From an optimization exercise on the open Yosys and OpenROAD flow, aimed at small area and a short achievable clock period; shortcuts taken in it are not production practice.
Function was checked by simulation only, so behaviour that the tests miss may differ from the original.

`flow/flow/run.sh`:
```
#!/bin/bash
set -euo pipefail
bash standard.sh \
  SETUP_SLACK_MARGIN=${MARGIN:-6.0} \
  "BUFFER_PORTS_ARGS=-buffer_cell sky130_fd_sc_hd__buf_2" \
  finish > standard.log 2>&1
```
`flow/standard.sh`:
```
#!/bin/bash
# synth_recipe.tcl (not shown) runs the flow's synth.tcl, then flattens the netlist and writes it again
# the make line also repeats each setting of config.mk as NAME=value (left out here)
make -C /OpenROAD-flow-scripts/flow DESIGN_CONFIG=/design/flow/config.mk WORK_HOME=/design/flow/orfs CLKGATE_MAP_FILE= SYNTH_SCRIPT=/design/flow/synth_recipe.tcl "${@:-finish}"
```
`flow/config.mk`:
```
export PLATFORM = sky130hd
export DESIGN_NAME = CordicVectoring
export DESIGN_NICKNAME = CordicVectoring
export VERILOG_FILES = /design/flow/design.v
export SDC_FILE = /design/flow/constraint.sdc
export NUM_CORES = 4
export LEC_CHECK = 0
export CAP_MARGIN = 20
export CORE_MARGIN = 2
export CORE_UTILIZATION = 40
export SLEW_MARGIN = 20
```
`flow/constraint.sdc`:
```
create_clock -name core_clock -period 9.0 [get_ports {in_clk}]
set_input_delay 1.8000 -clock core_clock [delete_from_list [all_inputs] [get_ports {in_clk}]]
set_output_delay 1.8000 -clock core_clock [all_outputs]
set_load 0.01 [all_outputs]
```
`flow/design.v`:
```
module Cordic (
  input  wire        in_clk,
  input  wire        in_rst,
  input  wire        in_enable,
  input  wire [15:0] in_x,
  input  wire [15:0] in_y,
  output wire        out_valid,
  output wire [18:0] out_phase,
  output wire [15:0] out_x,
  output wire [15:0] out_y
);
  function [18:0] atan;
    input integer i;
    begin
      case (i)
        0: atan = 19'h0c90f;
        1: atan = 19'h076b1;
        2: atan = 19'h03eb6;
        3: atan = 19'h01fd5;
        4: atan = 19'h00ffa;
        5: atan = 19'h007ff;
        6: atan = 19'h003ff;
        default: atan = 19'h001ff;
      endcase
    end
  endfunction
  reg [12:0] vld;
  always @(posedge in_clk or negedge in_rst)
    if (!in_rst) vld <= 13'b0;
    else         vld <= {vld[11:0], in_enable};
  assign out_valid = vld[12];
  reg signed [16:0] xr [0:8];
  reg signed [16:0] yr [0:8];
  reg        [7:0]  dr [1:9];    
  always @(posedge in_clk) begin
    xr[0] <= {in_x[15], in_x};
    yr[0] <= {in_y[15], in_y};
  end
  genvar i;
  generate
    for (i = 0; i < 8; i = i + 1) begin : g_stage
      wire               d  = yr[i][16];
      wire signed [16:0] xs = xr[i] >>> i;
      wire signed [16:0] ys = yr[i] >>> i;
      wire        [16:0] xn, yn;
      sk17 u_xadd (.a(xr[i]), .b(ys ^ {17{d}}),  .cin(d),  .s(xn));
      sk17 u_yadd (.a(yr[i]), .b(xs ^ {17{~d}}), .cin(~d), .s(yn));
      always @(posedge in_clk) begin
        xr[i+1] <= xn;
        yr[i+1] <= yn;
      end
      if (i == 0) begin : g_d0
        always @(posedge in_clk) dr[1] <= {7'b0, d};
      end else begin : g_dn
        always @(posedge in_clk) dr[i+1] <= (dr[i] & ((8'd1 << i) - 8'd1)) | ({7'b0, d} << i);
      end
    end
  endgenerate
  localparam [27:0] GAINC = 28'h5b70049;
  function [27:0] csa_s;
    input [27:0] a, b, c;
    csa_s = a ^ b ^ c;
  endfunction
  function [27:0] csa_c;
    input [27:0] a, b, c;
    csa_c = {(a[26:0] & b[26:0]) | (a[26:0] & c[26:0]) | (b[26:0] & c[26:0]), 1'b0};
  endfunction
  function [32:0] gain1;   
    input [16:0] v;
    reg   [16:0] u;
    reg   [27:0] r1, r2, r3, r4, r5, s1, c1, t1, e1, s2, c2, s3, c3;
    reg   [12:0] lo;
    begin
      u  = {~v[16], v[15:0]};
      r1 = {u, 11'b0};
      r2 = {2'b0, u, 9'b0};
      r3 = {5'b0, ~u, 6'b0};
      r4 = {8'b0, ~u, 3'b0};
      r5 = {11'b0, ~u};
      s1 = csa_s(r1, r2, r3);
      c1 = csa_c(r1, r2, r3);
      t1 = csa_s(r4, r5, GAINC);
      e1 = csa_c(r4, r5, GAINC);
      s2 = csa_s(s1, c1, t1);
      c2 = csa_c(s1, c1, t1);
      s3 = csa_s(s2, c2, e1);
      c3 = csa_c(s2, c2, e1);
      lo = {1'b0, s3[11:0]} + {1'b0, c3[11:0]};
      gain1 = {lo[12], s3[27:12], c3[27:12]};
    end
  endfunction
  reg [15:0] xs_, ys_, xc_, yc_;   
  reg        xl_, yl_;              
  always @(posedge in_clk) begin
    {xl_, xs_, xc_} <= gain1(xr[8]);
    {yl_, ys_, yc_} <= gain1(yr[8]);
    dr[9]           <= dr[8];
  end
  function [18:0] zsum;
    input [3:0] dirs;
    input integer base;
    integer k;
    begin
      zsum = 19'd0;
      for (k = 0; k < 4; k = k + 1)
        zsum = dirs[k] ? zsum - atan(base + k) : zsum + atan(base + k);
    end
  endfunction
  wire [18:0] zlo [0:15];
  wire [18:0] zhi [0:15];
  genvar j;
  generate
    for (j = 0; j < 16; j = j + 1) begin : g_ztab
      assign zlo[j] = zsum(j, 0);
      assign zhi[j] = zsum(j, 4);
    end
  endgenerate
  reg [15:0] ox, oy;
  reg [18:0] oz;
  always @(posedge in_clk) begin
    ox <= xs_ + xc_ + xl_;
    oy <= ys_ + yc_ + yl_;
    oz <= zlo[dr[9][3:0]] + zhi[dr[9][7:4]];
  end
  assign out_x = ox;
  assign out_y = oy;
  assign out_phase = oz;
endmodule
module sk17 (
  input  wire [16:0] a,
  input  wire [16:0] b,
  input  wire        cin,
  output wire [16:0] s
);
  wire g0_0 = cin;
  wire g0_1 = a[0] & b[0];
  wire p0_1 = a[0] ^ b[0];
  wire g0_2 = a[1] & b[1];
  wire p0_2 = a[1] ^ b[1];
  wire g0_3 = a[2] & b[2];
  wire p0_3 = a[2] ^ b[2];
  wire g0_4 = a[3] & b[3];
  wire p0_4 = a[3] ^ b[3];
  wire g0_5 = a[4] & b[4];
  wire p0_5 = a[4] ^ b[4];
  wire g0_6 = a[5] & b[5];
  wire p0_6 = a[5] ^ b[5];
  wire g0_7 = a[6] & b[6];
  wire p0_7 = a[6] ^ b[6];
  wire g0_8 = a[7] & b[7];
  wire p0_8 = a[7] ^ b[7];
  wire g0_9 = a[8] & b[8];
  wire p0_9 = a[8] ^ b[8];
  wire g0_10 = a[9] & b[9];
  wire p0_10 = a[9] ^ b[9];
  wire g0_11 = a[10] & b[10];
  wire p0_11 = a[10] ^ b[10];
  wire g0_12 = a[11] & b[11];
  wire p0_12 = a[11] ^ b[11];
  wire g0_13 = a[12] & b[12];
  wire p0_13 = a[12] ^ b[12];
  wire g0_14 = a[13] & b[13];
  wire p0_14 = a[13] ^ b[13];
  wire g0_15 = a[14] & b[14];
  wire p0_15 = a[14] ^ b[14];
  wire g0_16 = a[15] & b[15];
  wire p0_16 = a[15] ^ b[15];
  wire g0_17 = a[16] & b[16];
  wire p0_17 = a[16] ^ b[16];
  wire g1_1 = g0_1 | (p0_1 & g0_0);
  wire g1_3 = g0_3 | (p0_3 & g0_2);
  wire p1_3 = p0_3 & p0_2;
  wire g1_5 = g0_5 | (p0_5 & g0_4);
  wire p1_5 = p0_5 & p0_4;
  wire g1_7 = g0_7 | (p0_7 & g0_6);
  wire p1_7 = p0_7 & p0_6;
  wire g1_9 = g0_9 | (p0_9 & g0_8);
  wire p1_9 = p0_9 & p0_8;
  wire g1_11 = g0_11 | (p0_11 & g0_10);
  wire p1_11 = p0_11 & p0_10;
  wire g1_13 = g0_13 | (p0_13 & g0_12);
  wire p1_13 = p0_13 & p0_12;
  wire g1_15 = g0_15 | (p0_15 & g0_14);
  wire p1_15 = p0_15 & p0_14;
  wire g1_17 = g0_17 | (p0_17 & g0_16);
  wire p1_17 = p0_17 & p0_16;
  wire g2_2 = g0_2 | (p0_2 & g1_1);
  wire g2_3 = g1_3 | (p1_3 & g1_1);
  wire g2_6 = g0_6 | (p0_6 & g1_5);
  wire p2_6 = p0_6 & p1_5;
  wire g2_7 = g1_7 | (p1_7 & g1_5);
  wire p2_7 = p1_7 & p1_5;
  wire g2_10 = g0_10 | (p0_10 & g1_9);
  wire p2_10 = p0_10 & p1_9;
  wire g2_11 = g1_11 | (p1_11 & g1_9);
  wire p2_11 = p1_11 & p1_9;
  wire g2_14 = g0_14 | (p0_14 & g1_13);
  wire p2_14 = p0_14 & p1_13;
  wire g2_15 = g1_15 | (p1_15 & g1_13);
  wire p2_15 = p1_15 & p1_13;
  wire g3_4 = g0_4 | (p0_4 & g2_3);
  wire g3_5 = g1_5 | (p1_5 & g2_3);
  wire g3_6 = g2_6 | (p2_6 & g2_3);
  wire g3_7 = g2_7 | (p2_7 & g2_3);
  wire g3_12 = g0_12 | (p0_12 & g2_11);
  wire p3_12 = p0_12 & p2_11;
  wire g3_13 = g1_13 | (p1_13 & g2_11);
  wire p3_13 = p1_13 & p2_11;
  wire g3_14 = g2_14 | (p2_14 & g2_11);
  wire p3_14 = p2_14 & p2_11;
  wire g3_15 = g2_15 | (p2_15 & g2_11);
  wire p3_15 = p2_15 & p2_11;
  wire g4_8 = g0_8 | (p0_8 & g3_7);
  wire g4_9 = g1_9 | (p1_9 & g3_7);
  wire g4_10 = g2_10 | (p2_10 & g3_7);
  wire g4_11 = g2_11 | (p2_11 & g3_7);
  wire g4_12 = g3_12 | (p3_12 & g3_7);
  wire g4_13 = g3_13 | (p3_13 & g3_7);
  wire g4_14 = g3_14 | (p3_14 & g3_7);
  wire g4_15 = g3_15 | (p3_15 & g3_7);
  wire g5_16 = g0_16 | (p0_16 & g4_15);
  wire g5_17 = g1_17 | (p1_17 & g4_15);
  assign s[0] = a[0] ^ b[0] ^ g0_0;
  assign s[1] = a[1] ^ b[1] ^ g1_1;
  assign s[2] = a[2] ^ b[2] ^ g2_2;
  assign s[3] = a[3] ^ b[3] ^ g2_3;
  assign s[4] = a[4] ^ b[4] ^ g3_4;
  assign s[5] = a[5] ^ b[5] ^ g3_5;
  assign s[6] = a[6] ^ b[6] ^ g3_6;
  assign s[7] = a[7] ^ b[7] ^ g3_7;
  assign s[8] = a[8] ^ b[8] ^ g4_8;
  assign s[9] = a[9] ^ b[9] ^ g4_9;
  assign s[10] = a[10] ^ b[10] ^ g4_10;
  assign s[11] = a[11] ^ b[11] ^ g4_11;
  assign s[12] = a[12] ^ b[12] ^ g4_12;
  assign s[13] = a[13] ^ b[13] ^ g4_13;
  assign s[14] = a[14] ^ b[14] ^ g4_14;
  assign s[15] = a[15] ^ b[15] ^ g4_15;
  assign s[16] = a[16] ^ b[16] ^ g5_16;
endmodule
module CordicVectoring (
  input  wire        in_clk,
  input  wire        in_rst,
  input  wire        in_enable,
  input  wire [15:0] in_x,
  input  wire [15:0] in_y,
  output wire        out_valid,
  output wire [18:0] out_phase,
  output wire [15:0] out_x,
  output wire [15:0] out_y
);
  Cordic u_cordic (
    .in_clk    (in_clk),
    .in_rst    (in_rst),
    .in_enable (in_enable),
    .in_x      (in_x),
    .in_y      (in_y),
    .out_valid (out_valid),
    .out_phase (out_phase),
    .out_x     (out_x),
    .out_y     (out_y)
  );
endmodule
```
==> qor.tcl, run 1 <==
set qor(run_status) {finished clean}
set qor(number_of_buffers_added_on_ports) 85
set qor(synth_top_area_share_pct) 35.7
set qor(clock_tree_from_tritoncts) {built}
set qor(die_h_um) 259
set qor(routed_wire_length_per_instance_um) 13.9
set qor(design.die.area_mm2) 0.0672
set qor(largest_incremental_delay_on_the_critical_path_ps) 430
set qor(initial_utilization_pct) 40.4
set qor(htree_levels) 2
set qor(number_of_antenna_violations_at_the_first_check_in_global_routing) 0
set qor(timing.setup.critical_path_class) {flop to flop}
set qor(worst_clock_skew_ps) 13.7
set qor(cp_max_fo) 7
set qor(design.final.nets) 3143
set qor(timing.max_slew.rel_slack_pct) 45.5
set qor(synth_cells) 2448
set qor(number_of_buffers_and_inverters_on_the_critical_path) 3
set qor(synth_common_cells) {dfxtp_1, ha_1, inv_1, xnor2_1, xor2_1}
set qor(critical_path.reg2reg.startpoint) {u_cordic.yr[3][16]}
set qor(diode_count) 0
set qor(finalSetupTns_ps) 0
set qor(die_width_um) 259
set qor(hpwlAfterDp_um) 37600
set qor(transition_at_the_pin_with_the_smallest_max_transition_slack_ps) 797
set qor(grt_overflow) 0
set qor(cpMaxStageDelayCell) {fa_1}
set qor(rows) 93
set qor(wirelength_routed_um) 49000
set qor(min_period_ps) 2930
set qor(synth-main-ff-cell) {dfxtp_1}
set qor(count_of_flip_flops_with_a_built_in_enable_after_synthesis) 0
set qor(critPathTopFamily) {compound AO/OA/AOI/OAI gates}
set qor(detailedRoute.firstIterationViolations) 559
set qor(cts.sink_count) 477
set qor(clk_path_buf_depth) 3
set qor(grt_max_degree) 31
set qor(worst_hold_startpoint) {u_cordic.dr[1][0]}
set qor(syn-cell-area_mm2) 0.0260
set qor(flow.area_growth_from_synthesis_pct) 17.5
set qor(grt_first_pass_wirelength_um) 79800
set qor(postCtsHoldBufs) 0
set qor(synthArstFlopShare_pct) 2.73
set qor(via_per_inst) 4.71
set qor(insertion_delay_ps) 580
set qor(grt_pass1_vias) 17500
set qor(crit_start) {u_cordic.yr[3][16]}
set qor(path_clk_slew_ps) 60
set qor(syn_area_per_cell_um2) 10.6
set qor(postRouteAntennaNets) 0
set qor(cts_buf_count) 51
set qor(min_period_over_period_pct) 32.6
set qor(ctsRootBufferMaster) {clkbuf_16}
set qor(synth_area_leader_cell) {dfxtp_1}
set qor(rsz0062_at_grt) {yes}
set qor(final_design_area_no_fill_mm2) 0.0306
set qor(ys_ff_latch) 477
set qor(grt.total_usage_pct) 14.3
set qor(detailroute.via_count) 16600
set qor(hold_path_class) {flop to flop}
set qor(timing.final.setup_violations) 0
set qor(fmaxAchievable_mhz) 341
set qor(drv_slew) 0
set qor(place_area_mm2) 0.0275
set qor(hold_viol_final) 0
set qor(drc) 0
set qor(place_congestion) 0.846
set qor(syn_nets) 2965
set qor(io_pins) 87
set qor(drt_first_pass_iters) 4
set qor(worstSetupEndpointType) {flop}
set qor(synth-warning-count) 7
set qor(max-cap-violations) 0
set qor(design.core.area_mm2) 0.0645
set qor(ordered_cell_list_for_the_critical_path) {buf_12, xnor2_4, ha_4, o21a_1, buf_4, o221ai_2, o21ai_2, a41oi_2, o21bai_1, a21o_1, a21oi_2, fa_1, inv_1}
set qor(fillers) 5864
set qor(timing.critical_path.required_ps) 9520
set qor(yosysMostFrequentCell) {dfxtp_1}
set qor(cp_data_arrival_time_ps) 3460
set qor(drive_gt1_share_pct) 13.6
set qor(synth_cell_type_count) 72
set qor(cp-start-kind) {flop}
set qor(synth.top_cells.by_area) {dfxtp_1, ha_1, fa_1, xnor2_1, xor2_1}
set qor(ys_seq_area_share_pct) 36.9
## path summary, 6_finish.rpt
path | to | slack, ps | depth (start not counted)
worst max-delay path | u_cordic.yr[4][15] | 6070 | 13
worst max register to register | u_cordic.yr[4][15] | 6070 | 13
worst min register to register | u_cordic.dr[2][0] | 330 | 0
worst min-delay path | u_cordic.dr[2][0] | 330 | 0
min in group asynchronous | u_cordic.vld[11] | 1080 | 1
max in group asynchronous | u_cordic.vld[12] | 7700 | 1
## logic make-up after synthesis
| logic type | count (synthesis) | synth area share [%] |
|---|---|---|
| compound gates | 413 | 10.6 |
| xor+xnor | 423 | 14.2 |
| fa+ha+maj | 482 | 26.9 |
| buf+inv | 310 | 4.51 |
| flops | 477 | 36.9 |
| mux | 12 | 0.514 |
| other cells | 1 | 0.0144 |
| simple gates | 330 | 6.27 |
## registers in the layout, summed over array words and instances (netlist names)
signal and flops:
u_cordic.xr 152, u_cordic.yr 152, u_cordic.dr 44, u_cordic.oz 18, u_cordic.ox 16, u_cordic.oy 16, u_cordic.xc_ 16, u_cordic.xs_ 16
u_cordic.yc_ 16, u_cordic.ys_ 16, u_cordic.vld 13, u_cordic.xl_ 1, u_cordic.yl_ 1
## area by class of cell
cell class	instances	area [µm²]	share of cell area [%]
tap	855	1070	3.50
clock inverter	28	350	1.15
inverter	280	1050	3.44
sequential	477	9660	31.6
clock buffer	66	1460	4.79
multi-input combinational	1661	15800	51.6
timing repair buffer	155	1210	3.95
## per-layer routing
layer	vias to the layer above	track usage, %	routed length, µm
li1	8553	-	-
met1	7699	14.2	18700
met2	219	28.9	26900
met3	116	2.19	1390
met4	0	6.18	2090
met5	-	0	0
## repair_timing
item / CTS / global route
endpoints found under the setup margin: 40 / 30
pin swaps: 5 / 44
gates cloned: 3 / 5
resized for setup: 53 / 74
buffers inserted: 8 / 48
## per-stage QoR
stage	setup WS [ps]	util (%)	hold slack, ps	std cells
2_1_floorplan	5990	-	310	2448
3_3_place_gp	5520	42.6	311	3364
3_5_place_dp	5460	42.6	312	3364
4_1_cts	5960	46.0	325	3469
5_1_grt	5940	47.5	330	3522
6_report	6070	47.5	325	3522
## placed cells by master (no fill, tap or decap), types with 28 or more instances in the layout
master     synthesis  final
xnor2_1          220    205
a21o_1            57     57
nor3_1            31     31
buf_4              1     54
dfxtp_1          464    451
xor2_1           203    200
o21a_1            31     31
fa_1             130    129
clkbuf_16          0     57
buf_2              4     85
ha_1             352    348
nand2_1           70     70
o21bai_1          28     28
nor2_1            88     87
inv_1            280    280
o21ai_0           45     41
a21oi_1          125    112
==> run 2: changes to the inputs <==
--- a/flow/config.mk
+++ b/flow/config.mk
@@ -9,3 +9,5 @@
 export CORE_MARGIN = 2
 export CORE_UTILIZATION = 40
+export CTS_CLUSTER_DIAMETER = 60
+export CTS_CLUSTER_SIZE = 30
 export SLEW_MARGIN = 20
==> run 2 against run 1 <==
  * Still clean on timing, DRC and antenna
  * Routed wire length rose by 0.50%
  * Maximum frequency fell by 0.51%
  * First-iteration DRC count rose by 5.2%
  * Non-clock buffer count fell by 3
  * Synthesized cell count did not move
  * Critical endpoint is now u_cordic.yr[2][15]
  * Largest cell class unchanged
==> qor.tcl, run 2 <==
set qor(hold_viol_final) 0 ;# unchanged
set qor(number_of_antenna_violations_at_the_first_check_in_global_routing) 1 ;# +1
set qor(cts.sink_count) 477 ;# unchanged
set qor(flow.area_growth_from_synthesis_pct) 16.1
set qor(reg_top3) {u_cordic.xr: 152 flops, u_cordic.yr: 152 flops, u_cordic.dr: 44 flops}
set qor(path_clk_slew_ps) 80 ;# +20 ps
set qor(synth_common_cells) {dfxtp_1, ha_1, inv_1, xnor2_1, xor2_1}
set qor(ys_ff_latch) 477 ;# unchanged
set qor(synth-main-ff-cell) {dfxtp_1}
set qor(ordered_cell_list_for_the_critical_path) {buf_12, xnor2_1, ha_1, and3_4, a32oi_2, o2bb2ai_4, o31a_1, o22ai_2, o21a_1, nor2_1, fa_2, inv_1}
set qor(clk_path_buf_depth) 3 ;# unchanged
set qor(design.final.nets) 3131 ;# -0.38%
set qor(io_pins) 87 ;# unchanged
set qor(grt.total_usage_pct) 14.4 ;# +0.15 points
set qor(detailroute.via_count) 16600 ;# +0.16%
set qor(leading_cell_type_in_the_layout_fill_and_taps_excluded) {dfxtp_1}
set qor(cp_max_fo) 13 ;# +6
set qor(ff2ff_setup_slack_ps) 6050 ;# about the same
set qor(hold-path-cell-count) 0 ;# unchanged
set qor(synth_cells) 2448 ;# unchanged
set qor(drive_gt1_share_pct) 12.7 ;# -0.91 points
set qor(grt_overflow) 0 ;# unchanged
set qor(place_congestion) 0.846 ;# unchanged
set qor(worst_hold_startpoint) {u_cordic.dr[3][0]}
set qor(drt_first_pass_iters) 5 ;# +1
set qor(hold_path_class) {flop to flop}
set qor(synth_area_leader_cell) {dfxtp_1}
set qor(grt_max_degree) 25 ;# -19%
set qor(synth-warning-count) 7 ;# unchanged
set qor(cp_data_arrival_time_ps) 3410 ;# -50 ps
set qor(yosysMostFrequentCell) {dfxtp_1}
set qor(critical_path.reg2reg.startpoint) {u_cordic.yr[1][16]}
set qor(via_per_inst) 4.75 ;# +0.79%
set qor(insertion_delay_ps) 580 ;# about the same
set qor(min_period_ps) 2950 ;# +14.9 ps
set qor(worstRegToRegCells) 12 ;# -1
set qor(timing.final.setup_violations) 0 ;# unchanged
set qor(htree_levels) 2 ;# unchanged
set qor(finalSetupTns_ps) 0 ;# unchanged
set qor(worst_slack_ps) 6050 ;# -14.9 ps
set qor(synth_top_area_share_pct) 35.7 ;# unchanged
set qor(cp-start-kind) {flop}
set qor(routed_wire_length_per_instance_um) 14.1 ;# +1.1%
set qor(mostFrequentLayoutCells) {dfxtp_1, ha_1, inv_1}
set qor(detailedRoute.firstIterationViolations) 588 ;# +5.2%
set qor(grt_pass1_vias) 17400 ;# -0.38%
set qor(timing.max_slew.rel_slack_pct) 44.3 ;# -1.1 points
set qor(preCtsSetupSlack_ps) 5460 ;# unchanged
set qor(worstSetupEndpointType) {flop}
set qor(synth_cell_type_count) 72 ;# unchanged
set qor(count_of_flip_flops_with_a_built_in_enable_after_synthesis) 0 ;# unchanged
set qor(hold-path-endpoint) {u_cordic.dr[4][0]}
set qor(postCtsHoldBufs) 0 ;# unchanged
set qor(cts_buf_count) 42 ;# -18%
set qor(die_h_um) 259 ;# unchanged
set qor(synth.top_cells.by_area) {dfxtp_1, ha_1, fa_1, xnor2_1, xor2_1}
set qor(initial_utilization_pct) 40.4 ;# unchanged
set qor(design.core.area_mm2) 0.0645 ;# unchanged
set qor(drc) 0 ;# unchanged
set qor(worst_clock_skew_ps) 33.9 ;# +20.2 ps
set qor(hpwlAfterDp_um) 37600 ;# unchanged
set qor(syn_nets) 2965 ;# unchanged
set qor(ctsRootBufferMaster) {clkbuf_16}
set qor(fillers) 5899 ;# +0.60%
set qor(syn-cell-area_mm2) 0.0260 ;# unchanged
set qor(clock_tree_from_tritoncts) {built}
set qor(largest_incremental_delay_on_the_critical_path_ps) 520 ;# +90 ps
set qor(design.die.area_mm2) 0.0672 ;# unchanged
set qor(cpMaxStageDelayCell) {fa_2}
set qor(postRouteAntennaNets) 0 ;# unchanged
set qor(timing.critical_path.required_ps) 9460 ;# -60 ps
set qor(min_period_over_period_pct) 32.8 ;# +0.17 points
set qor(rows) 93 ;# unchanged
set qor(number_of_buffers_added_on_ports) 85 ;# unchanged
set qor(synthArstFlopShare_pct) 2.73 ;# unchanged
set qor(die_width_um) 259 ;# unchanged
set qor(run_status) {finished clean}
set qor(max-cap-violations) 0 ;# unchanged
set qor(grt_first_pass_wirelength_um) 80300 ;# +0.69%
set qor(wirelength_routed_um) 49300 ;# +0.50%
set qor(rsz0062_at_grt) {yes}
set qor(ys_seq_area_share_pct) 36.9 ;# unchanged
set qor(drv_slew) 0 ;# unchanged
set qor(transition_at_the_pin_with_the_smallest_max_transition_slack_ps) 814 ;# +16.8 ps
set qor(timing.setup.critical_path_class) {flop to flop}
set qor(reg2reg_to) {u_cordic.yr[2][15]}
set qor(diode_count) 0 ;# unchanged
set qor(syn_area_per_cell_um2) 10.6 ;# unchanged
set qor(fmaxAchievable_mhz) 339 ;# -0.51%
[run 2: worst max-delay path by stage]
stage | from | endpoint | slack, ps | depth (start not counted)
final | u_cordic.yr[1][16] | u_cordic.yr[2][15] | 6050 | 12
after detailed placement | u_cordic.yr[7][16] | u_cordic.yr[8][16] | 5460 | 11
after floorplan | u_cordic.yr[4][16] | u_cordic.xr[5][16] | 5990 | 13
after CTS | u_cordic.yr[7][16] | u_cordic.yr[8][16] | 6010 | 11
after global placement | u_cordic.yr[7][16] | u_cordic.yr[8][16] | 5520 | 11
after global routing | u_cordic.yr[6][16] | u_cordic.yr[7][15] | 5920 | 11
[run 2: stage by stage]
| stage | cells | area, µm² | hold slack (ps) | utilization (%) |
|---|---|---|---|---|
| finish | 3500 | 30200 | 323 | 46.9 |
| detailed placement | 3364 | 27500 | 312 | 42.6 |
| CTS | 3451 | 29400 | 323 | 45.6 |
| floorplan | 2448 | 26100 | 310 | - |
| global route | 3500 | 30200 | 335 | 46.9 |
| global placement | 3364 | 27500 | 311 | 42.6 |
[run 2: logic make-up after synthesis]
group                      after synthesis  synth area share, %
adders and majority gates              482                 26.9
DFF                                    477                 36.9
xor gates and xnor gates               423                 14.2
AOI/OAI and AO/OA                      413                 10.6
and+or+nand+nor                        330                 6.27
buffers and inverters                  310                 4.51
muxes                                   12                0.514
other                                    1               0.0144
[run 2: area by class of cell]
type / instances / area [µm²] / share of cell area, %
Clock inverter: 26 / 359 / 1.19
Tap cell: 855 / 1070 / 3.54
Inverter: 280 / 1050 / 3.48
Timing Repair Buffer: 152 / 1180 / 3.91
Multi-Input combinational cell: 1661 / 15800 / 52.2
Sequential cell: 477 / 9660 / 31.9
Clock buffer: 49 / 1130 / 3.73
[run 2: critical path: cells and delay by family, from the launching register on]
kind | cells | cell delay (ps)
and+or+nand+nor | 2 | 280
xor gates and xnor gates | 1 | 130
adders and majority gates | 2 | 890
DFF | 1 | 360
buffers and inverters | 2 | 180
AOI/OAI and AO/OA | 5 | 1000
[run 2: what timing repair did]
item                       in CTS  in global routing
gates cloned                    4                  4
pin swaps                       6                 36
setup buffers                   8                 45
setup endpoints to repair      40                 30
resized for setup              56                 69
[run 2: per-layer routing]
| metal | routed length (µm) | track usage, % | up-vias |
|---|---|---|---|
| met4 | 1840 | 5.60 | 0 |
| li1 | - | - | 8533 |
| met1 | 18900 | 14.5 | 7753 |
| met5 | 0 | 0 | - |
| met2 | 27200 | 29.2 | 214 |
| met3 | 1360 | 2.32 | 114 |
==> run 3: changes to the inputs <==
==> flow/flow/run.sh (replaced) <==
#!/bin/bash
set -euo pipefail
bash standard.sh \
  SETUP_SLACK_MARGIN=${MARGIN:-5.9} \
  "BUFFER_PORTS_ARGS=-buffer_cell sky130_fd_sc_hd__buf_2" \
  finish > standard.log 2>&1
--- a/flow/config.mk
+++ b/flow/config.mk
@@ -9,5 +9,5 @@
 export CORE_MARGIN = 2
 export CORE_UTILIZATION = 40
-export CTS_CLUSTER_DIAMETER = 60
+export CTS_CLUSTER_DIAMETER = 100
 export CTS_CLUSTER_SIZE = 30
 export SLEW_MARGIN = 20
==> run 3 against run 2 <==
  * Sequential share of layout area rose by 1.4 points
  * Worst setup slack worse by 62 ps
  * Synthesized area stayed put
  * Clock-buffer cell count shrank 22
==> qor.tcl, run 3 <==
set qor(synth_cell_type_count) 72 ;# unchanged
set qor(routed_wire_length_per_instance_um) 13.6 ;# -3.5%
set qor(path_clk_slew_ps) 110 ;# +30 ps
set qor(ctsRootBufferMaster) {clkbuf_16}
set qor(insertion_delay_ps) 580 ;# about the same
set qor(cp_data_arrival_time_ps) 3450 ;# +40 ps
set qor(detailedRoute.firstIterationViolations) 581 ;# -1.2%
set qor(diode_count) 0 ;# unchanged
set qor(grt_max_degree) 33 ;# +32%
set qor(ys_ff_latch) 477 ;# unchanged
set qor(wirelength_routed_um) 46600 ;# -5.5%
set qor(finalSetupTns_ps) 0 ;# unchanged
set qor(min_period_over_period_pct) 33.5 ;# +0.69 points
set qor(synth_common_cells) {dfxtp_1, ha_1, inv_1, xnor2_1, xor2_1}
set qor(largest_incremental_delay_on_the_critical_path_ps) 390 ;# -130 ps
set qor(cts.sink_count) 477 ;# unchanged
set qor(die_width_um) 259 ;# unchanged
set qor(grt_pass1_vias) 16900 ;# -2.8%
set qor(detailroute.via_count) 16200 ;# -2.7%
set qor(timing.setup.critical_path_class) {flop to flop}
set qor(worst_clock_skew_ps) 29.3 ;# -4.61 ps
set qor(drc) 0 ;# unchanged
set qor(synthArstFlopShare_pct) 2.73 ;# unchanged
set qor(timing.max_slew.rel_slack_pct) 45.2 ;# +0.91 points
set qor(cp-start-kind) {flop}
set qor(grt_first_pass_wirelength_um) 76700 ;# -4.5%
set qor(die_h_um) 259 ;# unchanged
set qor(synth_area_leader_cell) {dfxtp_1}
set qor(clk_path_buf_depth) 3 ;# unchanged
set qor(count_of_flip_flops_with_a_built_in_enable_after_synthesis) 0 ;# unchanged
set qor(ordered_cell_list_for_the_critical_path) {buf_12, xor2_2, ha_1, o21ai_2, a22o_1, o31ai_4, a221o_1, and2_4, o21a_1, and3_1, ha_2, xor2_1}
set qor(ys_seq_area_share_pct) 36.9 ;# unchanged
set qor(worstSetupEndpointType) {flop}
set qor(hold_path_class) {flop to flop}
set qor(grt.total_usage_pct) 13.6 ;# -0.83 points
set qor(preCtsSetupSlack_ps) 5430 ;# -34.1 ps
set qor(cp_max_fo) 13 ;# unchanged
set qor(worst_slack_ps) 5990 ;# -62.5 ps
set qor(synth_cells) 2448 ;# unchanged
set qor(transition_at_the_pin_with_the_smallest_max_transition_slack_ps) 801 ;# -13.3 ps
set qor(cpMaxStageDelayCell) {dfxtp_4}
set qor(timing.critical_path.required_ps) 9440 ;# -20 ps
set qor(synth-main-ff-cell) {dfxtp_1}
set qor(hpwlAfterDp_um) 37200 ;# -1.2%
set qor(design.final.nets) 3075 ;# -1.8%
set qor(yosysMostFrequentCell) {dfxtp_1}
set qor(postRouteAntennaNets) 0 ;# unchanged
set qor(reg_top3) {u_cordic.xr: 152 flops, u_cordic.yr: 152 flops, u_cordic.dr: 44 flops}
set qor(io_pins) 87 ;# unchanged
set qor(syn_area_per_cell_um2) 10.6 ;# unchanged
set qor(rsz0062_at_grt) {yes}
set qor(cts_buf_count) 23 ;# -45%
set qor(mostFrequentLayoutCells) {dfxtp_1, ha_1, inv_1}
set qor(grt_overflow) 0 ;# unchanged
set qor(via_per_inst) 4.72 ;# -0.62%
set qor(drt_first_pass_iters) 6 ;# +1
set qor(hold_viol_final) 0 ;# unchanged
set qor(design.core.area_mm2) 0.0645 ;# unchanged
set qor(drv_slew) 0 ;# unchanged
set qor(fmaxAchievable_mhz) 332 ;# -2.1%
set qor(syn_nets) 2965 ;# unchanged
set qor(htree_levels) 1 ;# -1
set qor(synth-warning-count) 7 ;# unchanged
set qor(rows) 93 ;# unchanged
set qor(number_of_antenna_violations_at_the_first_check_in_global_routing) 0 ;# -1
set qor(synth_top_area_share_pct) 35.7 ;# unchanged
set qor(flow.area_growth_from_synthesis_pct) 11.1
set qor(clock_tree_from_tritoncts) {built}
set qor(initial_utilization_pct) 40.4 ;# unchanged
set qor(timing.final.setup_violations) 0 ;# unchanged
set qor(leading_cell_type_in_the_layout_fill_and_taps_excluded) {dfxtp_1}
set qor(syn-cell-area_mm2) 0.0260 ;# unchanged
set qor(drive_gt1_share_pct) 9.06 ;# -3.6 points
set qor(max-cap-violations) 0 ;# unchanged
set qor(run_status) {finished clean}
set qor(number_of_buffers_added_on_ports) 85 ;# unchanged
set qor(min_period_ps) 3010 ;# +62.5 ps
set qor(design.die.area_mm2) 0.0672 ;# unchanged
set qor(place_congestion) 0.845 ;# about the same
set qor(synth.top_cells.by_area) {dfxtp_1, ha_1, fa_1, xnor2_1, xor2_1}
run 3: cell counts after synthesis:
Identical to the previous run, type by type.
run 3: routing by layer:
metal | wire length (µm) | global-route usage [%] | vias to the layer above | share of wire, %
li1 | - | - | 8361 | -
met1 | 18200 | 14.0 | 7502 | 39
met2 | 25300 | 27.3 | 196 | 54
met3 | 1030 | 1.46 | 103 | 2.2
met4 | 2030 | 5.97 | 0 | 4.4
met5 | 0 | 0 | - | 0
run 3: path summary, 6_finish.rpt:
check / endpoint / cells past startpoint / startpoint / slack, ps
max in group asynchronous: u_cordic.vld[0] / 1 / in_rst / 7690
setup / recovery: u_cordic.xr[5][16] / 12 / u_cordic.yr[4][16] / 5990
hold / removal: u_cordic.dr[8][5] / 0 / u_cordic.dr[7][5] / 330
setup reg to reg: u_cordic.xr[5][16] / 12 / u_cordic.yr[4][16] / 5990
min in group asynchronous: u_cordic.vld[12] / 1 / in_rst / 1080
hold reg to reg: u_cordic.dr[8][5] / 0 / u_cordic.dr[7][5] / 330
run 3: final cells by class:
class	instances	area, µm²
Clock inverter	11	180
Timing Repair Buffer	115	841
Fill cell	6091	35500
Tap cell	855	1070
Multi-Input combinational cell	1661	15500
Clock buffer	27	611
Inverter	280	1050
Sequential cell	477	9650
run 3: per-stage QoR:
stage | cell area [µm²] | cells | hold slack, ps | util [%]
3_3_place_gp | 27500 | 3364 | 310 | 42.6
4_1_cts | 28500 | 3409 | 335 | 44.2
3_5_place_dp | 27500 | 3364 | 312 | 42.6
5_1_grt | 28900 | 3426 | 336 | 44.9
2_1_floorplan | 26100 | 2448 | 310 | -
6_report | 28900 | 3426 | 333 | 44.9
run 3: timing repair:
| action | 4_1_cts | 5_1_grt |
|---|---|---|
| gates cloned | 1 | 4 |
| resized for setup | 31 | 50 |
| buffers inserted | 6 | 13 |
| endpoints found under the setup margin | 31 | 26 |
| pin swaps | 5 | 10 |
| hold buffers | 0 | 0 |
run 3: cells by family after synthesis:
family,after synthesis,synth area share [%]
AOI/OAI and AO/OA,413,10.6
adders and majority gates,482,26.9
xor gates and xnor gates,423,14.2
muxes,12,0.514
DFF,477,36.9
other,1,0.0144
and+or+nand+nor,330,6.27
buffers and inverters,310,4.51
run 3: critical path: cells and delay by family, from the launching register on:
family / cells / cell delay (ps)
compound gates: 5 / 1050
simple gates: 2 / 370
xor+xnor: 2 / 340
flops: 1 / 390
buf+inv: 1 / 160
fa+ha+maj: 2 / 550
==> run 4: changes to the inputs <==
--- a/flow/config.mk
+++ b/flow/config.mk
@@ -10,4 +10,4 @@
 export CORE_UTILIZATION = 40
 export CTS_CLUSTER_DIAMETER = 100
-export CTS_CLUSTER_SIZE = 30
+export CTS_CLUSTER_SIZE = 35
 export SLEW_MARGIN = 20
==> run 4 against run 3 <==
  * Still clean
  * Via count grew 0.25%
  * Global-route usage is essentially flat
  * Final area is essentially flat
  * Maximum frequency shrank 0.24%
  * Clock-buffer cell count shrank 2
==> qor.tcl, run 4 <==
set qor(cts.sink_count) 477 ;# unchanged
set qor(transition_at_the_pin_with_the_smallest_max_transition_slack_ps) 788 ;# -12.6 ps
set qor(hold_path_class) {flop to flop}
set qor(cpMaxStageDelayCell) {dfxtp_4}
set qor(multiInputGateArea_mm2) 0.0155 ;# about the same
set qor(ys_ff_latch) 477 ;# unchanged
set qor(hold-path-cell-count) 0 ;# unchanged
set qor(design.die.area_mm2) 0.0672 ;# unchanged
set qor(die_h_um) 259 ;# unchanged
set qor(drive_gt1_share_pct) 9.06 ;# unchanged
set qor(min_period_ps) 3020 ;# +7.38 ps
set qor(number_of_buffers_added_on_ports) 85 ;# unchanged
set qor(worstRegToRegCells) 12 ;# unchanged
set qor(finalSetupTns_ps) 0 ;# unchanged
set qor(cp_data_arrival_time_ps) 3450 ;# about the same
set qor(count_of_flip_flops_with_a_built_in_enable_after_synthesis) 0 ;# unchanged
set qor(largest_incremental_delay_on_the_critical_path_ps) 390 ;# about the same
set qor(io_pins) 87 ;# unchanged
set qor(worst_clock_skew_ps) 44.0 ;# +14.8 ps
set qor(cts_buf_count) 23 ;# unchanged
set qor(rows) 93 ;# unchanged
set qor(final_design_area_no_fill_mm2) 0.0289 ;# about the same
set qor(cp-start-kind) {flop}
set qor(reg_top3) {u_cordic.xr: 152 flops, u_cordic.yr: 152 flops, u_cordic.dr: 44 flops}
set qor(synth-warning-count) 7 ;# unchanged
set qor(initial_utilization_pct) 40.4 ;# unchanged
set qor(cp_max_fo) 13 ;# unchanged
set qor(synth_top_area_share_pct) 35.7 ;# unchanged
set qor(yosysMostFrequentCell) {dfxtp_1}
set qor(ys_seq_area_share_pct) 36.9 ;# unchanged
set qor(timing.final.setup_violations) 0 ;# unchanged
set qor(hpwlAfterDp_um) 37200 ;# unchanged
set qor(synth_cell_type_count) 72 ;# unchanged
set qor(hold_viol_final) 0 ;# unchanged
set qor(drv_slew) 0 ;# unchanged
set qor(critPathTopFamily) {compound AO/OA/AOI/OAI gates}
set qor(postCtsHoldBufs) 0 ;# unchanged
set qor(ff2ff_setup_slack_ps) 5980 ;# about the same
set qor(via_per_inst) 4.73 ;# +0.25%
set qor(grt_overflow) 0 ;# unchanged
set qor(timing.max_slew.rel_slack_pct) 46.1 ;# +0.86 points
set qor(fmaxAchievable_mhz) 331 ;# -0.24%
set qor(place_area_mm2) 0.0275 ;# unchanged
set qor(clk_path_buf_depth) 3 ;# unchanged
set qor(synthArstFlopShare_pct) 2.73 ;# unchanged
set qor(die_width_um) 259 ;# unchanged
set qor(fillers) 6084 ;# -0.11%
set qor(wirelength_routed_um) 46100 ;# -0.94%
set qor(timing.setup.critical_path_class) {flop to flop}
set qor(synth_area_leader_cell) {dfxtp_1}
set qor(syn_nets) 2965 ;# unchanged
set qor(crit_start) {u_cordic.yr[4][16]}
set qor(endpoint) {u_cordic.xr[5][16]}
set qor(routed_wire_length_per_instance_um) 13.5 ;# -0.94%
set qor(grt.total_usage_pct) 13.6 ;# -0.043 points
set qor(synth.top_cells.by_area) {dfxtp_1, ha_1, fa_1, xnor2_1, xor2_1}
set qor(design.core.area_mm2) 0.0645 ;# unchanged
set qor(ordered_cell_list_for_the_critical_path) {buf_12, xor2_2, ha_1, o21ai_2, a22o_1, o31ai_4, a221o_1, and2_4, o21a_1, and3_1, ha_2, xor2_1}
set qor(number_of_buffers_and_inverters_on_the_critical_path) 1 ;# unchanged
set qor(design.final.nets) 3072 ;# -0.098%
set qor(timing.critical_path.required_ps) 9430 ;# about the same
set qor(htree_levels) 1 ;# unchanged
set qor(ctsRootBufferMaster) {clkbuf_16}
set qor(postRouteAntennaNets) 0 ;# unchanged
set qor(diode_count) 0 ;# unchanged
set qor(min_period_over_period_pct) 33.5 ;# +0.082 points
set qor(critical_path.reg2reg.startpoint) {u_cordic.yr[4][16]}
set qor(grt_max_degree) 36 ;# +9.1%
set qor(worstSetupEndpointType) {flop}
set qor(run_status) {finished clean}
set qor(flow.area_growth_from_synthesis_pct) 11.1 ;# about the same
set qor(reg2reg_to) {u_cordic.xr[5][16]}
set qor(syn_area_per_cell_um2) 10.6 ;# unchanged
set qor(number_of_antenna_violations_at_the_first_check_in_global_routing) 0 ;# unchanged
set qor(drt_first_pass_iters) 7 ;# +1
set qor(place_congestion) 0.845 ;# unchanged
set qor(grt_first_pass_wirelength_um) 76600 ;# -0.14%
set qor(max-cap-violations) 0 ;# unchanged
set qor(drc) 0 ;# unchanged
set qor(syn-cell-area_mm2) 0.0260 ;# unchanged
set qor(mostFrequentLayoutCells) {dfxtp_1, ha_1, inv_1}
set qor(critical_path_cell_count) 12 ;# unchanged
set qor(detailedRoute.firstIterationViolations) 575 ;# -1.0%
set qor(leading_cell_type_in_the_layout_fill_and_taps_excluded) {dfxtp_1}
set qor(area.sequential_mm2) 0.00964 ;# about the same
set qor(synth_cells) 2448 ;# unchanged
set qor(detailroute.via_count) 16200 ;# +0.25%
set qor(insertion_delay_ps) 580 ;# about the same
set qor(synth_common_cells) {dfxtp_1, ha_1, inv_1, xnor2_1, xor2_1}
set qor(synth-main-ff-cell) {dfxtp_1}
set qor(rsz0062_at_grt) {yes}
set qor(path_clk_slew_ps) 120 ;# about the same
set qor(clock_tree_from_tritoncts) {built}
set qor(grt_pass1_vias) 17000 ;# +0.11%
## run 4: cell counts after synthesis
No cell type changed its count.
## run 4: final cells by class
class                           instances  share of cell area, %
Multi-Input combinational cell       1661                   53.6
Sequential cell                       477                   33.3
Tap cell                              855                   3.70
Inverter                              280                   3.63
Timing Repair Buffer                  112                   2.77
Clock buffer                           25                   2.05
Clock inverter                         16                  0.882
## run 4: what timing repair did
action,in CTS,in global routing
cloned,1,3
buffers inserted,6,11
resized for setup,31,48
endpoints found under the setup margin,32,29
pin swaps,5,9
## run 4: kinds of logic (layout without fill, tap and decap cells)
kind of cell,after synthesis,count (layout),synth area share [%]
XOR/XNOR,423,423,14.2
AO/OA/AOI/OAI,413,413,10.6
AND/OR/NAND/NOR,330,330,6.27
other,1,1,0.0144
flip-flops,477,477,36.9
multiplexers,12,12,0.514
buffers and inverters,310,433,4.51
adder cells (fa/ha/maj),482,482,26.9
## run 4: worst min path at each step
stage | start | to
finish | u_cordic.dr[7][5] | u_cordic.dr[8][5]
detailed placement | u_cordic.dr[6][0] | u_cordic.dr[7][0]
global placement | u_cordic.dr[5][2] | u_cordic.dr[6][2]
floorplan | u_cordic.dr[1][0] | u_cordic.dr[2][0]
CTS | u_cordic.dr[7][5] | u_cordic.dr[8][5]
global route | u_cordic.dr[3][1] | u_cordic.dr[4][1]
## run 4: worst reg2reg max path: cells and delay by family, from the launching register on
family | cells | cell delay (ps)
buffers and inverters | 1 | 160
adders and majority gates | 2 | 550
and+or+nand+nor | 2 | 370
AOI/OAI and AO/OA | 5 | 1060
xor gates and xnor gates | 2 | 340
DFF | 1 | 390
## run 4: metrics by stage
step / setup WS (ps) / cells / hold WS [ps] / util (%)
after global placement: 5510 / 3364 / 310 / 42.6
after floorplan: 5930 / 2448 / 310 / -
after detailed placement: 5430 / 3364 / 312 / 42.6
final: 5980 / 3426 / 329 / 44.9
after CTS: 5910 / 3412 / 333 / 44.3
after global routing: 5850 / 3426 / 334 / 44.9
## run 4: routing by layer
layer	track usage [%]	vias to the layer above	wire (µm)	part of all wire, %
met3	1.46	116	1040	2.3
met5	0	-	0	0
met1	13.9	7503	17900	39
met2	27.3	223	25100	54
li1	-	8360	-	-
met4	6.00	0	2120	4.6
==> run 5: changes to the inputs <==
==> flow/flow/run.sh (replaced) <==
#!/bin/bash
set -euo pipefail
bash standard.sh \
  SETUP_SLACK_MARGIN=${MARGIN:-6.1} \
  "BUFFER_PORTS_ARGS=-buffer_cell sky130_fd_sc_hd__buf_2" \
  finish > standard.log 2>&1
--- a/flow/config.mk
+++ b/flow/config.mk
@@ -10,4 +10,4 @@
 export CORE_UTILIZATION = 40
 export CTS_CLUSTER_DIAMETER = 100
-export CTS_CLUSTER_SIZE = 35
+export CTS_CLUSTER_SIZE = 30
 export SLEW_MARGIN = 20
==> run 5 against run 4 <==
  * Non-clock buffer count grew 67
  * Clock-buffer cell count grew 2
  * Global-route usage grew 0.82 points
  * First-iteration DRC count grew 0.70%
  * Highest routed layer unchanged
  * Flip-flop and latch count is the same
  * Sequential share of layout area shrank 1.6 points
  * Die area is the same
  * Still clean
  * Maximum frequency grew 4.8%
==> qor.tcl, run 5 <==
set qor(finalSetupTns_ps) 0 ;# unchanged
set qor(ctsRootBufferMaster) {clkbuf_16}
set qor(detailedRoute.firstIterationViolations) 579 ;# +0.70%
set qor(synthArstFlopShare_pct) 2.73 ;# unchanged
set qor(design.die.area_mm2) 0.0672 ;# unchanged
set qor(drv_slew) 0 ;# unchanged
set qor(synth.top_cells.by_area) {dfxtp_1, ha_1, fa_1, xnor2_1, xor2_1}
set qor(timing.critical_path.required_ps) 9440 ;# about the same
set qor(design.final.nets) 3140 ;# +2.2%
set qor(synth_compound_gate_area_share_pct) 10.6 ;# unchanged
set qor(io_pins) 87 ;# unchanged
set qor(rows) 93 ;# unchanged
set qor(postRouteAntennaNets) 0 ;# unchanged
set qor(synth-main-ff-cell) {dfxtp_1}
set qor(reg_top3) {u_cordic.xr: 152 flops, u_cordic.yr: 152 flops, u_cordic.dr: 44 flops}
set qor(fin_hold_ws_ps) 324 ;# -5.17 ps
set qor(timing.max_slew.rel_slack_pct) 44.6 ;# -1.5 points
set qor(routed_wire_length_per_instance_um) 14.3 ;# +6.5%
set qor(synth_cell_type_count) 72 ;# unchanged
set qor(path_clk_slew_ps) 110 ;# about the same
set qor(die_h_um) 259 ;# unchanged
set qor(timing.setup.critical_path_class) {flop to flop}
set qor(multiInputGateArea_mm2) 0.0163 ;# +5.3%
set qor(synth_fa_ha_area_share_pct) 26.9 ;# unchanged
set qor(yosysMostFrequentCell) {dfxtp_1}
set qor(synth_simple_gate_area_share_pct) 6.27 ;# unchanged
set qor(clock_tree_from_tritoncts) {built}
set qor(worstSetupEndpointType) {flop}
set qor(worst_hold_startpoint) {u_cordic.dr[2][0]}
set qor(hpwlAfterDp_um) 37900 ;# +2.0%
set qor(number_of_antenna_violations_at_the_first_check_in_global_routing) 0 ;# unchanged
set qor(leading_cell_type_in_the_layout_fill_and_taps_excluded) {dfxtp_1}
set qor(ff2ff_setup_slack_ps) 6120 ;# +140 ps
set qor(ys_ff_latch) 477 ;# unchanged
set qor(min_period_ps) 2880 ;# -138 ps
set qor(die_width_um) 259 ;# unchanged
set qor(grt_overflow) 0 ;# unchanged
set qor(fillers) 5894 ;# -3.1%
set qor(area.sequential_mm2) 0.00966 ;# +0.18%
set qor(critical_path.reg2reg.startpoint) {u_cordic.yr[4][16]}
set qor(syn_area_per_cell_um2) 10.6 ;# unchanged
set qor(ys_seq_area_share_pct) 36.9 ;# unchanged
set qor(drc) 0 ;# unchanged
set qor(timing.final.setup_violations) 0 ;# unchanged
set qor(cts_buf_count) 24 ;# +4.3%
set qor(place_congestion) 0.874 ;# +3.4%
set qor(hold_path_class) {flop to flop}
set qor(syn-cell-area_mm2) 0.0260 ;# unchanged
set qor(design.core.area_mm2) 0.0645 ;# unchanged
set qor(diode_count) 0 ;# unchanged
set qor(synth_top_area_share_pct) 35.7 ;# unchanged
set qor(flow.area_growth_from_synthesis_pct) 16.8
set qor(worstRegToRegCells) 12 ;# unchanged
set qor(wirelength_routed_um) 50100 ;# +8.6%
set qor(hold-path-endpoint) {u_cordic.dr[3][0]}
set qor(grt_max_degree) 32 ;# -11%
set qor(run_status) {finished clean}
set qor(via_per_inst) 4.77 ;# +0.81%
set qor(synth.mux.area_fraction_pct) 0.514 ;# unchanged
set qor(fmaxAchievable_mhz) 347 ;# +4.8%
set qor(cts.sink_count) 477 ;# unchanged
set qor(reg2reg_to) {u_cordic.xr[5][16]}
set qor(drive_gt1_share_pct) 14.7 ;# +5.7 points
set qor(grt_first_pass_wirelength_um) 80700 ;# +5.4%
set qor(cp-start-kind) {flop}
set qor(detailroute.via_count) 16600 ;# +2.8%
set qor(hold_viol_final) 0 ;# unchanged
set qor(grt_pass1_vias) 17500 ;# +3.2%
set qor(mostFrequentLayoutCells) {dfxtp_1, ha_1, inv_1}
set qor(synth_area_leader_cell) {dfxtp_1}
set qor(hold-path-cell-count) 0 ;# unchanged
set qor(transition_at_the_pin_with_the_smallest_max_transition_slack_ps) 811 ;# +22.2 ps
set qor(grt.total_usage_pct) 14.4 ;# +0.82 points
set qor(cp_data_arrival_time_ps) 3320 ;# -130 ps
set qor(synth-warning-count) 7 ;# unchanged
set qor(insertion_delay_ps) 580 ;# about the same
set qor(syn_nets) 2965 ;# unchanged
set qor(synth_common_cells) {dfxtp_1, ha_1, inv_1, xnor2_1, xor2_1}
set qor(synth_cells) 2448 ;# unchanged
set qor(drt_first_pass_iters) 5 ;# -2
set qor(worst_clock_skew_ps) 31.8 ;# -12.2 ps
set qor(clk_path_buf_depth) 3 ;# unchanged
set qor(count_of_flip_flops_with_a_built_in_enable_after_synthesis) 0 ;# unchanged
set qor(postCtsHoldBufs) 0 ;# unchanged
set qor(max-cap-violations) 0 ;# unchanged
set qor(rsz0062_at_grt) {yes}
set qor(cp_max_fo) 13 ;# unchanged
set qor(htree_levels) 1 ;# unchanged
set qor(initial_utilization_pct) 40.4 ;# unchanged
set qor(synthXorXnorAreaFrac_pct) 14.2 ;# unchanged
set qor(number_of_buffers_added_on_ports) 85 ;# unchanged
set qor(synth_top_family_by_area) {adder cells}
set qor(min_period_over_period_pct) 32.0 ;# -1.5 points
[run 5: through the flow]
stage	worst slack, ps	utilization, %	cells	area (µm²)
global route	6000	47.2	3492	30400
global placement	5460	42.7	3362	27500
CTS	6020	45.2	3435	29100
finish	6120	47.2	3492	30400
floorplan	6100	-	2448	26200
detailed placement	5370	42.7	3362	27500
[run 5: layout make-up]
cell class                 count  share of cell area [%]
multi-input combinational   1661                    53.7
sequential                   477                    31.8
timing repair buffer         179                    4.69
tap                          855                    3.52
inverter                     280                    3.46
clock buffer                  27                    2.11
clock inverter                13                   0.745
[run 5: how the worst max path moves through the flow]
stage	start	end	slack (ps)
finish	u_cordic.yr[4][16]	u_cordic.xr[5][16]	6120
global route	u_cordic.yr[4][16]	u_cordic.xr[5][16]	6000
CTS	u_cordic.yr[4][16]	u_cordic.yr[5][15]	6020
detailed placement	u_cordic.yr[7][16]	u_cordic.yr[8][16]	5370
global placement	u_cordic.yr[6][16]	u_cordic.xr[7][16]	5460
floorplan	u_cordic.yr[1][16]	u_cordic.yr[2][16]	6100
[run 5: kinds of logic after synthesis]
kind of cell,count (synthesis)
other cells,1
flops,477
compound gates,413
simple gates,330
mux,12
xor+xnor,423
buf+inv,310
fa+ha+maj,482
[run 5: layer usage]
| layer | vias to the layer above | GRT usage (%) | share of wire, % |
|---|---|---|---|
| met5 | - | 0 | 0 |
| met4 | 0 | 6.23 | 4.5 |
| met3 | 123 | 1.50 | 2.3 |
| met2 | 211 | 29.0 | 55 |
| met1 | 7813 | 14.8 | 38 |
| li1 | 8501 | - | - |
[run 5: timing repair]
action                                  4_1_cts  5_1_grt
pin swaps                                    26       90
endpoints found under the setup margin       87       40
gates resized for setup                      78      129
cloned                                        4        4
endpoints found under the hold margin         0        0
buffers inserted                             29       53
[run 5: worst max-delay path: stages, from the launching register on]
cell and delay, ps:
dfxtp_4 390, bufbuf_16 300, xor2_2 190, ha_2 200, a21oi_2 140, a22o_1 200
o31ai_4 110, a221o_1 350, and2_4 150, o21a_1 180, and3_4 190, ha_4 150
xor2_1 150
==> run 6: changes to the inputs <==
==> flow/flow/run.sh (replaced) <==
#!/bin/bash
set -euo pipefail
bash standard.sh \
  SETUP_SLACK_MARGIN=${MARGIN:-6.0} \
  "BUFFER_PORTS_ARGS=-buffer_cell sky130_fd_sc_hd__buf_2" \
  finish > standard.log 2>&1
--- a/flow/config.mk
+++ b/flow/config.mk
@@ -12,2 +12,3 @@
 export CTS_CLUSTER_SIZE = 30
 export SLEW_MARGIN = 20
+export TNS_END_PERCENT = 30
==> run 6 against run 5 <==
  * Non-clock buffer count fell by 62
  * Utilization fell by 2.1 points
  * Synthesized area did not move
  * Die area did not move
  * Via count fell by 2.3%
  * Maximum frequency fell by 4.0%
  * Global-route usage fell by 0.37 points
  * Sequential share of layout area rose by 1.4 points
  * Worst setup slack got worse by 120 ps
  * Critical path type unchanged
  * Critical endpoint is now u_cordic.yr[4][15]
  * Highest routed layer unchanged
==> qor.tcl, run 6 <==
set qor(run_status) {finished clean}
set qor(htree_levels) 1 ;# unchanged
set qor(synth-warning-count) 7 ;# unchanged
set qor(cp_max_fo) 14 ;# +1
set qor(synth_cells) 2448 ;# unchanged
set qor(synth_compound_gate_area_share_pct) 10.6 ;# unchanged
set qor(design.final.nets) 3078 ;# -2.0%
set qor(die_width_um) 259 ;# unchanged
set qor(drt_first_pass_iters) 5 ;# unchanged
set qor(number_of_non_filler_instances_in_the_completed_layout) 3430 ;# -1.8%
set qor(diode_count) 0 ;# unchanged
set qor(synth_common_cells) {dfxtp_1, ha_1, inv_1, xnor2_1, xor2_1}
set qor(wirelength_routed_um) 47100 ;# -6.0%
set qor(rows) 93 ;# unchanged
set qor(area.sequential_mm2) 0.00965 ;# -0.12%
set qor(multiInputGateArea_mm2) 0.0156 ;# -4.7%
set qor(place.detailed.instances) 3364 ;# +0.059%
set qor(ys_ff_latch) 477 ;# unchanged
set qor(synth.top_cells.by_area) {dfxtp_1, ha_1, fa_1, xnor2_1, xor2_1}
set qor(preCtsSetupSlack_ps) 5440 ;# +74.3 ps
set qor(syn-cell-area_mm2) 0.0260 ;# unchanged
set qor(synthXorXnorAreaFrac_pct) 14.2 ;# unchanged
set qor(count_of_flip_flops_with_a_built_in_enable_after_synthesis) 0 ;# unchanged
set qor(yosysMostFrequentCell) {dfxtp_1}
set qor(die_h_um) 259 ;# unchanged
set qor(routed_wire_length_per_instance_um) 13.7 ;# -4.3%
set qor(synth.mux.area_fraction_pct) 0.514 ;# unchanged
set qor(largest_incremental_delay_on_the_critical_path_ps) 420 ;# +30 ps
set qor(synth_simple_gate_area_share_pct) 6.27 ;# unchanged
set qor(grt_first_pass_wirelength_um) 78700 ;# -2.5%
set qor(ordered_cell_list_for_the_critical_path) {buf_12, xnor2_1, ha_1, a21o_1, a221oi_2, o21ai_0, a41oi_2, o21bai_1, a21o_1, a21oi_2, fa_1, inv_1}
set qor(ys_seq_area_share_pct) 36.9 ;# unchanged
set qor(number_of_buffers_added_on_ports) 85 ;# unchanged
set qor(cp_data_arrival_time_ps) 3550 ;# +230 ps
set qor(worst_slack_ps) 6000 ;# -120 ps
set qor(timing.critical_path.required_ps) 9550 ;# +110 ps
set qor(flow.area_growth_from_synthesis_pct) 11.7
set qor(design.core.area_mm2) 0.0645 ;# unchanged
set qor(io_pins) 87 ;# unchanged
set qor(syn_nets) 2965 ;# unchanged
set qor(hold_viol_final) 0 ;# unchanged
set qor(mostFrequentLayoutCells) {dfxtp_1, ha_1, inv_1}
set qor(hpwlAfterDp_um) 37500 ;# -1.1%
set qor(synth_fa_ha_area_share_pct) 26.9 ;# unchanged
set qor(cpMaxStageDelayCell) {fa_1}
set qor(transition_at_the_pin_with_the_smallest_max_transition_slack_ps) 911 ;# +101 ps
set qor(cts_buf_count) 24 ;# unchanged
set qor(ctsRootBufferMaster) {clkbuf_16}
set qor(synthArstFlopShare_pct) 2.73 ;# unchanged
set qor(finalSetupTns_ps) 0 ;# unchanged
set qor(syn_area_per_cell_um2) 10.6 ;# unchanged
set qor(grt_overflow) 0 ;# unchanged
set qor(design.die.area_mm2) 0.0672 ;# unchanged
set qor(reg_top3) {u_cordic.xr: 152 flops, u_cordic.yr: 152 flops, u_cordic.dr: 44 flops}
set qor(cp-start-kind) {flop}
set qor(number_of_buffers_and_inverters_on_the_critical_path) 2 ;# +1
set qor(clock_tree_from_tritoncts) {built}
set qor(fillers) 6043 ;# +2.5%
set qor(grt.total_usage_pct) 14.0 ;# -0.37 points
set qor(timing.max_slew.rel_slack_pct) 37.7 ;# -6.9 points
set qor(drive_gt1_share_pct) 9.55 ;# -5.2 points
set qor(leading_cell_type_in_the_layout_fill_and_taps_excluded) {dfxtp_1}
set qor(postRouteAntennaNets) 0 ;# unchanged
set qor(final_util_pct) 45.1 ;# -2.1 points
set qor(synth-main-ff-cell) {dfxtp_1}
set qor(via_per_inst) 4.74 ;# -0.51%
set qor(place_congestion) 0.881 ;# +0.80%
set qor(timing.final.setup_violations) 0 ;# unchanged
set qor(timing.setup.critical_path_class) {flop to flop}
set qor(rsz0062_at_grt) {yes}
set qor(drc) 0 ;# unchanged
set qor(drv_slew) 0 ;# unchanged
set qor(critPathTopFamily) {compound AO/OA/AOI/OAI gates}
set qor(min_period_ps) 3000 ;# +120 ps
set qor(worstSetupEndpointType) {flop}
set qor(postCtsHoldBufs) 0 ;# unchanged
set qor(cts.sink_count) 477 ;# unchanged
set qor(path_clk_slew_ps) 110 ;# about the same
set qor(fmaxAchievable_mhz) 333 ;# -4.0%
set qor(hold_path_class) {flop to flop}
set qor(grt_max_degree) 32 ;# unchanged
set qor(max-cap-violations) 0 ;# unchanged
set qor(detailroute.via_count) 16300 ;# -2.3%
set qor(synth_area_leader_cell) {dfxtp_1}
set qor(min_period_over_period_pct) 33.4 ;# +1.3 points
set qor(critical-path-top-cell-by-count) {a21o_1}
set qor(initial_utilization_pct) 40.4 ;# unchanged
set qor(synth_top_family_by_area) {adder cells}
set qor(detailedRoute.firstIterationViolations) 473 ;# -18%
set qor(insertion_delay_ps) 590 ;# about the same
set qor(number_of_antenna_violations_at_the_first_check_in_global_routing) 0 ;# unchanged
set qor(grt_pass1_vias) 17100 ;# -2.0%
set qor(worst_clock_skew_ps) 27.0 ;# -4.80 ps
set qor(clk_path_buf_depth) 3 ;# unchanged
set qor(synth_top_area_share_pct) 35.7 ;# unchanged
set qor(synth_cell_type_count) 72 ;# unchanged
run 6: cell counts after synthesis:
Identical to the previous run, type by type.
run 6: cells by family (layout without fill, tap and decap cells):
family / count (synthesis) / after routing
other cells: 1 / 1
mux: 12 / 12
xor+xnor: 423 / 423
simple gates: 330 / 330
compound gates: 413 / 413
flops: 477 / 477
fa+ha+maj: 482 / 482
buf+inv: 310 / 437
run 6: area by class of cell:
type                    instances  share of cell area [%]
clock inverters                12                   0.748
inverters                     280                    3.61
repair buffers                117                    3.04
multi-input cells            1661                    53.5
clock buffers                  28                    2.22
well taps                     855                    3.68
flip-flops and latches        477                    33.2
run 6: worst paths after layout:
| path | start | endpoint | slack (ps) | cells past startpoint |
|---|---|---|---|---|
| max | u_cordic.yr[3][16] | u_cordic.yr[4][15] | 6000 | 12 |
| min | u_cordic.dr[3][0] | u_cordic.dr[4][0] | 330 | 0 |
| max reg2reg | u_cordic.yr[3][16] | u_cordic.yr[4][15] | 6000 | 12 |
| min reg2reg | u_cordic.dr[3][0] | u_cordic.dr[4][0] | 330 | 0 |
| max in group asynchronous | in_rst | u_cordic.vld[12] | 7690 | 1 |
| min in group asynchronous | in_rst | u_cordic.vld[11] | 1080 | 1 |
run 6: what timing repair did:
item                       in CTS  in global routing
buffers inserted                8                 12
resized for setup              47                 45
pin swaps                      11                 10
cloned                          4                  2
setup endpoints to repair      42                 35
run 6: through the flow:
stage	area, µm²	hold WS (ps)
after floorplan	26100	310
after global placement	27500	311
after detailed placement	27500	312
after CTS	28700	328
after global routing	29100	337
final	29100	329
run 6: per-layer routing:
metal / routed length, µm / GRT usage, %
met3: 1040 / 1.46
met2: 25600 / 28.3
met5: 0 / 0
met1: 18300 / 14.4
met4: 2080 / 6.11

what the ideal ports hide:
In the flow no input, the clock included, has a driving cell. The finished layouts below were timed again as built, in two steps. Step 1: set_driving_cell puts a clkbuf_16 on in_clk and a buf_2 on each other input, an assumption about the parent block. Step 2 moves the port delays by t, midway between the first and last clock arrival at a register: inputs arrive t later, outputs are due t later. That takes back most of the time a late clock gives input paths. a / b / c = ideal ports / drivers / drivers and shift; a / b = the first two.
run	t (ns)	setup WS [ns]	worst register clock-pin slew, ns
run 1	0.637	6.066 / 6.066 / 6.066	0.06 / 0.06
run 2	0.621	6.051 / 6.051 / 6.051	0.08 / 0.08
run 3	0.625	5.988 / 5.988 / 5.988	0.11 / 0.11
run 4	0.619	5.981 / 5.981 / 5.981	0.12 / 0.12
run 5	0.624	6.119 / 6.082 / 6.119	0.11 / 0.11
run 6	0.637	5.998 / 5.999 / 5.999	0.11 / 0.11
After both steps every run listed still meets setup and hold.
